What follows belongs to an exercise in optimizing a design on an open flow for small area and a short achievable clock period; a production flow would make more cautious choices. Only simulation tests tie the RTL to the original design; equivalence was not proved.

==> flow/design.v <==
module sensor_trace # (parameter DW=512)
(
    input clk, resetn,
    input[31:0] cycles_per_frame,
    input[31:0] frame_header,
    input[7:0]  tracer_value,
    input[7:0]  tracer_enable,
    input[2:0]  tracer_index,
    output[31:0] rd_tracer_cell,
    input[31:0] wr_tracer_cell,
    input       wr_tracer_cell_wstrobe,
    input      [DW-1:0] lvds_in,
    output reg [DW-1:0] lvds_out,
    output sof
);
localparam NB = DW/8;
reg [31:0] cell0, cell1, cell2, cell3, cell4, cell5, cell6, cell7;
wire [7:0] idx_hot = 8'd1 << tracer_index;
always @(posedge clk) begin
    if (wr_tracer_cell_wstrobe & idx_hot[0]) cell0 <= wr_tracer_cell;
    if (wr_tracer_cell_wstrobe & idx_hot[1]) cell1 <= wr_tracer_cell;
    if (wr_tracer_cell_wstrobe & idx_hot[2]) cell2 <= wr_tracer_cell;
    if (wr_tracer_cell_wstrobe & idx_hot[3]) cell3 <= wr_tracer_cell;
    if (wr_tracer_cell_wstrobe & idx_hot[4]) cell4 <= wr_tracer_cell;
    if (wr_tracer_cell_wstrobe & idx_hot[5]) cell5 <= wr_tracer_cell;
    if (wr_tracer_cell_wstrobe & idx_hot[6]) cell6 <= wr_tracer_cell;
    if (wr_tracer_cell_wstrobe & idx_hot[7]) cell7 <= wr_tracer_cell;
end
assign rd_tracer_cell = ({32{idx_hot[0]}} & cell0) | ({32{idx_hot[1]}} & cell1)
                      | ({32{idx_hot[2]}} & cell2) | ({32{idx_hot[3]}} & cell3)
                      | ({32{idx_hot[4]}} & cell4) | ({32{idx_hot[5]}} & cell5)
                      | ({32{idx_hot[6]}} & cell6) | ({32{idx_hot[7]}} & cell7);
reg [31:0] fc;
wire fc_lo = (fc[31:2] == 30'd0);
reg [7:0] hb;
always @* begin
    case (fc[1:0])
        2'd0: hb = frame_header[7:0];
        2'd1: hb = frame_header[15:8];
        2'd2: hb = frame_header[23:16];
        default: hb = frame_header[31:24];
    endcase
end
wire [7:0] lane_all1, lane_all0;
genvar k, b;
for (k = 0; k < 8; k = k + 1) begin : g_lane
    wire [NB-1:0] lane;
    for (b = 0; b < NB; b = b + 1) begin : g_bit
        assign lane[b] = lvds_in[8*b + k];
    end
    assign lane_all1[k] = &lane;
    assign lane_all0[k] = ~|lane;
end
wire hmatch = &((hb & lane_all1) | (~hb & lane_all0));
wire [31:0] fc_inc = fc + 32'd1;
wire fc_clear = fc_lo ? ~hmatch : (fc_inc == cycles_per_frame);
always @(posedge clk) begin
    if (~resetn | fc_clear)
        fc <= 32'd0;
    else
        fc <= fc_inc;
end
assign sof = (fc == 32'd4);
wire fc_hi0 = (fc[31:26] == 6'd0);
wire [31:0] cells [0:7];
assign cells[0] = cell0; assign cells[1] = cell1;
assign cells[2] = cell2; assign cells[3] = cell3;
assign cells[4] = cell4; assign cells[5] = cell5;
assign cells[6] = cell6; assign cells[7] = cell7;
wire [7:0] act;
wire [7:0] hi_hot [0:7];
wire [7:0] lo_hot [0:7];
genvar i;
for (i = 0; i < 8; i = i + 1) begin : g_tr
    wire m;
    sensor_trace_match u_match (.fc(fc[25:0]), .fc_hi0(fc_hi0), .c(cells[i][31:6]), .m(m));
    assign act[i] = tracer_enable[i] & m;
    assign hi_hot[i] = {8{act[i]}} & (8'd1 << cells[i][5:3]);
    assign lo_hot[i] = 8'd1 << cells[i][2:0];
end
wire [NB-1:0] sel;
for (b = 0; b < NB; b = b + 1) begin : g_sel
    assign sel[b] = (hi_hot[0][b/8] & lo_hot[0][b%8]) | (hi_hot[1][b/8] & lo_hot[1][b%8])
                  | (hi_hot[2][b/8] & lo_hot[2][b%8]) | (hi_hot[3][b/8] & lo_hot[3][b%8])
                  | (hi_hot[4][b/8] & lo_hot[4][b%8]) | (hi_hot[5][b/8] & lo_hot[5][b%8])
                  | (hi_hot[6][b/8] & lo_hot[6][b%8]) | (hi_hot[7][b/8] & lo_hot[7][b%8]);
end
integer j;
always @* begin
    for (j = 0; j < NB; j = j + 1)
        lvds_out[8*j +: 8] = sel[j] ? tracer_value : lvds_in[8*j +: 8];
end
endmodule
module sensor_trace_match
(
    input [25:0] fc,
    input        fc_hi0,
    input [25:0] c,
    output       m
);
assign m = fc_hi0 & (fc == c);
endmodule
Settings: LEC_CHECK=0, CAP_MARGIN=20, CORE_MARGIN=2, CORE_UTILIZATION=20, PLACE_DENSITY=0.35, SETUP_SLACK_MARGIN=2.5, SLEW_MARGIN=20, SYNTH_HIERARCHICAL=1, SYNTH_MINIMUM_KEEP_SIZE=0; clock period 10.0 ns.
standard.sh (not shown) runs the stock make flow with config.mk's settings and CLKGATE_MAP_FILE= SYNTH_SCRIPT=/design/flow/synth_recipe.tcl, a recipe that flattens the netlist after the stock synthesis.
==> flow/flow/run.sh <==
#!/bin/bash
# Standard ORFS layout, with the port buffers made from the smallest buffer
# cell instead of the delay cell buffer_ports picks by default.
set -euo pipefail
export BUFFER_PORTS_ARGS="-buffer_cell sky130_fd_sc_hd__buf_1"
bash standard.sh > standard_flow.log 2>&1
The starting point passed the timing, DRC and antenna checks.
Change:
==> flow/flow/run.sh (replaced) <==
#!/bin/bash
# Standard ORFS layout, with the port buffers made from the smallest buffer
# cell (buffer_ports otherwise picks a delay cell) and IO pins allowed on
# every routing track, so the die need not grow to fit 1175 pins.
set -euo pipefail
export BUFFER_PORTS_ARGS="-buffer_cell sky130_fd_sc_hd__buf_1"
export PLACE_PINS_ARGS="-min_distance 1 -min_distance_in_tracks"
bash standard.sh > standard_flow.log 2>&1
--- a/flow/config.mk
+++ b/flow/config.mk
@@ -8,7 +8,7 @@
 export CAP_MARGIN = 20
 export CORE_MARGIN = 2
-export CORE_UTILIZATION = 20
-export PLACE_DENSITY = 0.35
-export SETUP_SLACK_MARGIN = 2.5
+export CORE_UTILIZATION = 30
+export PLACE_DENSITY = 0.45
+export SETUP_SLACK_MARGIN = 3
 export SLEW_MARGIN = 20
 export SYNTH_HIERARCHICAL = 1
=>
- Now the flow never finished: it broke off in global routing (5_1_grt) on GRT-0116
- synthesized area stays the same
- synthesized cell count does not change

## what the ideal ports hide
No port has a modelled driver above. Below, the same layout with a new extraction and two added sets of constraints. Step 1 assumes that a clkbuf_16 drives the clock port and a buf_2 every other input. Step 2 also shifts input and output timing later by t, the mid clock arrival at the registers, as if the neighbouring blocks saw the same clock. Three values: ideal, step 1, step 2; two values: the first two.
run: the first run
shift t [ns]: 0.615
slack for setup (ns): 2.511 / 2.460 / 2.837
worst setup path after step 2: input to output
latest minus earliest clock arrival (ns): 0.027 / 0.027
After both steps the first run still meets setup and hold. The setup slack of the first run moves by -0.051 ns with the drivers and by +0.326 ns with both steps.
